This design comes from an exercise in tuning for small area on the open sky130 flow, not from production work.
Only simulation tests tie the RTL to the original design; equivalence was not proved.
No activity file was given, so power comes from the tool's default toggle rates.

$ cat flow/config.mk
export PLATFORM = sky130hd
export DESIGN_NAME = wb_drv_config
export DESIGN_NICKNAME = wb_drv_config
export VERILOG_FILES = /design/flow/design.v
export SDC_FILE = /design/flow/constraint.sdc
export NUM_CORES = 4
export LEC_CHECK = 0
export CAP_MARGIN = 20
export CORE_MARGIN = 2
export CORE_UTILIZATION = 40
export SLEW_MARGIN = 20
$ cat flow/constraint.sdc
create_clock -name core_clock -period 10.0 [get_ports {clk}]
set_input_delay 2.0000 -clock core_clock [delete_from_list [all_inputs] [get_ports {clk}]]
set_output_delay 2.0000 -clock core_clock [all_outputs]
set_load 0.01 [all_outputs]
$ cat flow/design.v
`default_nettype none
`timescale 1ns/1ns
module wb_drv_config #(
        parameter [31:0]    BASE_ADDRESS        = 32'h0300_0000,
        parameter [31:0]    DELAY_SYNC_ADDRESS  = BASE_ADDRESS,
        parameter [31:0]    DELAY_P_ADDRESS     = BASE_ADDRESS+1,
        parameter [31:0]    DELAY_N_ADDRESS     = BASE_ADDRESS+2,
        parameter [31:0]    DRV_CURRENT         = BASE_ADDRESS+3
    ) (
        input wire      clk,
        input wire      reset,
        input wire          i_wb_cyc,        
        input wire          i_wb_stb,        
        input wire          i_wb_we,         
        input wire [31:0]   i_wb_addr,       
        input wire [31:0]   i_wb_data,       
        output reg          o_wb_ack,        
        output wire          o_wb_stall,      
        output reg [31:0]   o_wb_data,       
        output reg [15:0]   o_del_sync,      
        output reg [15:0]   o_del_sync_inv,  
        output reg [15:0]   o_del_p,         
        output reg [15:0]   o_del_p_inv,     
        output reg [15:0]   o_del_n,         
        output reg [15:0]   o_del_n_inv,     
        output reg [31:0]   o_current       
    );
    assign o_wb_stall = 0;
    always @(posedge clk) begin
        if(reset) begin
            o_del_sync      <=  'hffff_0000;
            o_del_sync_inv  <=  'h0000_ffff;
            o_del_p         <=  'hffff_0000;
            o_del_p_inv     <=  'h0000_ffff;
            o_del_n         <=  'hffff_0000;
            o_del_n_inv     <=  'h0000_ffff;
            o_current      <=  1;
        end else if(i_wb_stb && i_wb_cyc && i_wb_we && !o_wb_stall) begin
            if(i_wb_addr == DELAY_SYNC_ADDRESS) begin
                o_del_sync      <=  i_wb_data[15:0];
                o_del_sync_inv  <=  ~i_wb_data[31:16];
            end
            if(i_wb_addr == DELAY_P_ADDRESS) begin
                o_del_p         <=  i_wb_data[15:0];
                o_del_p_inv     <=  ~i_wb_data[31:16];
            end
            if(i_wb_addr == DELAY_N_ADDRESS) begin
                o_del_n         <=  i_wb_data[15:0];
                o_del_n_inv     <=  ~i_wb_data[31:16];
            end
            if(i_wb_addr == DRV_CURRENT) begin
                o_current      <=  i_wb_data;
            end
        end
    end
    always @(posedge clk) begin
        if(reset) begin
            o_wb_data   <= 0;
        end else if (i_wb_stb && i_wb_cyc && !i_wb_we && !o_wb_stall) begin
            if(i_wb_addr == DELAY_SYNC_ADDRESS) begin
                o_wb_data <= {o_del_sync, o_del_sync_inv};
            end
            if(i_wb_addr == DELAY_P_ADDRESS) begin
                o_wb_data <= {o_del_p, o_del_p_inv};
            end
            if(i_wb_addr == DELAY_N_ADDRESS) begin
                o_wb_data <= {o_del_n, o_del_n_inv};
            end
            if(i_wb_addr == DRV_CURRENT) begin
                o_wb_data <= o_current;
            end
        end
    end
    always @(posedge clk) begin
        if(reset)
            o_wb_ack <= 0;
        else
            o_wb_ack <= (i_wb_stb && !o_wb_stall && (i_wb_addr == DELAY_SYNC_ADDRESS || i_wb_addr == DELAY_P_ADDRESS || i_wb_addr == DELAY_N_ADDRESS || i_wb_addr == DRV_CURRENT));
    end
endmodule
$ cat flow/run.sh
#!/bin/bash
# synth_recipe.tcl (not shown) runs the flow's synth.tcl, then flattens the netlist and writes it again
# the make line also repeats each setting of config.mk as NAME=value (left out here)
make -C /OpenROAD-flow-scripts/flow DESIGN_CONFIG=/design/flow/config.mk WORK_HOME=/design/flow/orfs CLKGATE_MAP_FILE= SYNTH_SCRIPT=/design/flow/synth_recipe.tcl finish
==> flow_summary.ini <==
[yosys]
synth_cell_types = 34
synth_area_mm2 = 0.007208
synth.avg_cell_area_um2 = 9.573
synth_flop_cell = dfxtp_1
synth_cells = 753
yosysSeqAreaShare_pct = 44.71
synth_nets = 822
synth_edf_count = 0
yosysWarnings = 1
synth-seq-cells = 161
synth-async-reset-ratio_pct = 0

[pwr]
ir_drop_mv = 0.1310
power.density_mw_per_mm2 = 137.0
power.share.combinational_pct = 6.3
power_leakage_nw = 4.018
p_sw_uw = 315.8
p_clk_share_pct = 47.2
p_sw_share_pct = 22.93
p_int_mw = 1.062
power_mw = 1.378
share_seq_of_total_power_pct = 46.5

[setup_path]
regToRegEndpoint = o_wb_data[19]$_SDFFE_PP0P_
worstPathMaxFanout = 69
crit_arrival_ps = 5310
cp-start-kind = input port
worstPathRequired_ps = 10340
crit_type = input port to register
r2r_slack_ps = 8880
critPathCaptureType = register
r2r_start = o_current[19]$_SDFFE_PP0P_
rr_worst_depth = 4

[sta]
min_period_over_period_pct = 49.73
finalMaxSlewViolations = 0
finalClockSkew_ps = 6.864
setup_viol = 0
rsz0062_at_grt = no
fin_crit_ps = 4973
holdWs_ps = 478.5
tightestPinTransition_ps = 879.4
max_freq_mhz = 201.1
slew_headroom_pct = 41.37
final.setup.tns_ps = 0
final.setup.worst_slack_ps = 5027
hold_viol_final = 0

[global_routing]
antenna_found_initial = 0
grt_pass1_vias = 6415
grt_max_degree = 84
overflow = 0
grt_first_pass_wirelength_um = 39810
grtUsageTotal_pct = 26.79

[flow_run]
cap_violations = 0

[floorplan]
io_pins = 231
die_height_um = 138.2
coreArea_mm2 = 0.01784
die-width_um = 138.2
rows = 49
dieArea_mm2 = 0.01911
start_util_pct = 40.40

[detailed_routing]
vias = 6700
drc = 0
wirelength_um = 26550
wl_per_cell_um = 22.65
drtIter0Drc = 490
ant_nets = 0
dr.pass1.iters = 5
viasPerCell = 5.717

[worst_hold_path]
min_from = o_del_sync[8]$_SDFFE_PP0P_
min_path_type = register to register
holdPathStages = 2
hold_path_end = o_del_sync[8]$_SDFFE_PP0P_

[cts]
clk_pin_slew_ps = 60
ctsResizeCount = 0
numCtsBuffers = 17
cts.sinks = 161
clock-root-buffer = clkbuf_16
htreeDepth = 4
cts_hold_buf = 0
insertion_delay_ps = 430
cts_tree = built
post_cts_buffers = 0
clock_path_buffers = 2

[final_layout]
nets = 999
fill_cells = 1597
syn2layout_area_growth_pct = 39.54
drive_above_1_share_pct = 9.862
diodes = 0
final_util_pct = 56.38

[run_status]
status = finished clean

[placed_design]
dpl_worst_slack_ps = 4627
gp_congestion = 0.8525
hpwl_um = 18040
portBuffers = 229
==> layer usage <==
| layer | GRT usage (%) | vias up | wire length, um |
|---|---|---|---|
| li1 | - | 3123 | - |
| met1 | 35.17 | 3248 | 11430 |
| met2 | 44.11 | 288 | 12600 |
| met3 | 5.334 | 41 | 1877 |
| met4 | 9.452 | 0 | 639 |
| met5 | 0 | - | 0 |
==> power groups by stage <==
| stage | Sequential [mW] | Combinational [mW] | Clock [mW] |
|---|---|---|---|
| 3_5_place_dp | 0.656 | 0.0853 | 0 |
| 2_1_floorplan | 0.656 | 0.0399 | 0 |
| 3_3_place_gp | 0.656 | 0.0851 | 0 |
| 6_report | 0.641 | 0.0862 | 0.650 |
| 4_1_cts | 0.641 | 0.0858 | 0.656 |
| 5_1_grt | 0.641 | 0.0914 | 0.680 |
==> flip-flops by register name (all words and copies together), names as in the netlist <==
register / flops
o_del_sync: 16
o_del_p_inv: 16
o_current: 32
o_wb_data: 32
o_del_n_inv: 16
o_del_sync_inv: 16
o_del_n: 16
o_wb_ack: 1
o_del_p: 16
==> cells by family after synthesis <==
kind of cell	Yosys count	synth area share, %
other cells	1	0.05202
flops	161	44.71
compound gates	159	15.99
mux	129	18.71
simple gates	217	14.69
buf+inv	86	5.850
==> cell usage in the layout (no fill, tap or decap), drive strengths merged <==
cell,netlist,routed
o311ai,32,32
nand3,1,1
o21ai,32,32
or4b,1,1
nand2b,2,2
mux2i,113,113
a31oi,32,32
nand3b,1,1
nor2,50,50
bufinv,0,2
a31o,31,31
nand4,1,1
buf,22,15
and4,2,2
clkbuf,62,22
clkinv,0,7
o31ai,32,32
dfxtp,161,161
mux2,16,16
or2,1,1
nor2b,32,32
or4,6,6
nor4,37,37
nand4b,1,1
conb,1,1
nand2,80,80
or3,2,2
clkdlybuf4s50,0,227
clkinvlp,0,2
inv,2,1
==> final cells by class <==
class | instances | area [um2] | area share, %
inverter | 2 | 8.758 | 0.08708
multi-input combinational | 506 | 3577 | 35.56
tap | 229 | 286.5 | 2.849
clock buffer | 22 | 474.2 | 4.715
timing repair buffer | 242 | 2380 | 23.66
clock inverter | 10 | 108.9 | 1.082
sequential | 161 | 3223 | 32.04
==> worst max-delay path, stage by stage <==
cell             delay (ps)
clkdlybuf4s50_1         390
or4b_1                  560
or4_4                   880
or4_2                  1060
o31ai_1                 360
==> stage by stage <==
stage	instance area, um2	std cells
finish	10060	1172
floorplan	7208	753
global route	10060	1172
global placement	9474	1140
detailed placement	9475	1140
CTS	10060	1172
==> how the worst max path moves through the flow <==
stage	from	endpoint	slack, ps	depth (start not counted)
final	i_wb_addr[27]	o_wb_data[24]$_SDFFE_PP0P_	5030	5
after global routing	i_wb_addr[27]	o_wb_data[15]$_SDFFE_PP0P_	4940	5
after CTS	i_wb_addr[27]	o_wb_data[24]$_SDFFE_PP0P_	5060	5
after detailed placement	i_wb_addr[29]	o_wb_data[24]$_SDFFE_PP0P_	4630	5
after global placement	i_wb_addr[27]	o_wb_data[30]$_SDFFE_PP0P_	4560	5
after floorplan	i_wb_addr[27]	o_current[17]$_SDFFE_PP0P_	5860	6
==> synth_stat cells (2+ instances only) <==
cell	count	area share (%)
a31o_1	2	0.24
a31o_2	29	3.5
a31oi_1	32	2.8
and4_1	2	0.24
buf_1	3	0.16
buf_2	6	0.42
buf_4	2	0.21
buf_6	11	1.7
clkbuf_1	61	3.2
dfxtp_1	161	45
inv_1	2	0.10
mux2_1	4	0.62
mux2_2	2	0.31
mux2_4	10	2.1
mux2i_1	113	16
nand2_1	80	4.2
nand2b_1	2	0.17
nor2_1	50	2.6
nor2b_1	32	2.8
nor4_1	37	3.2
o21ai_0	32	2.2
o311ai_0	32	3.9
o31ai_1	32	3.3
or3_1	2	0.17
or4_1	4	0.42
or4_4	2	0.31

what the ideal ports hide:
The results above use ideal ports. As a check the final layout listed here was re-extracted and re-timed, cells and wires unchanged.
Step 1 sets driving cells, clkbuf_16 on the clock port and buf_2 on the other inputs (assumed; they add their load-dependent delay and slew).
Step 2 also shifts input and output timing later by t, the mid clock arrival at the registers, as if the neighbouring blocks saw the same clock.
Three values: ideal, step 1, step 2; two values: the first two.
t (ns): 0.468
slack for setup (ns): 5.027 / 5.045 / 4.577
slew at the worst register clock pin (ns): 0.06 / 0.06
After both steps setup and hold are still met in this run. For this run, drivers alone change the setup slack by +0.018 ns; drivers and shift together by -0.450 ns.
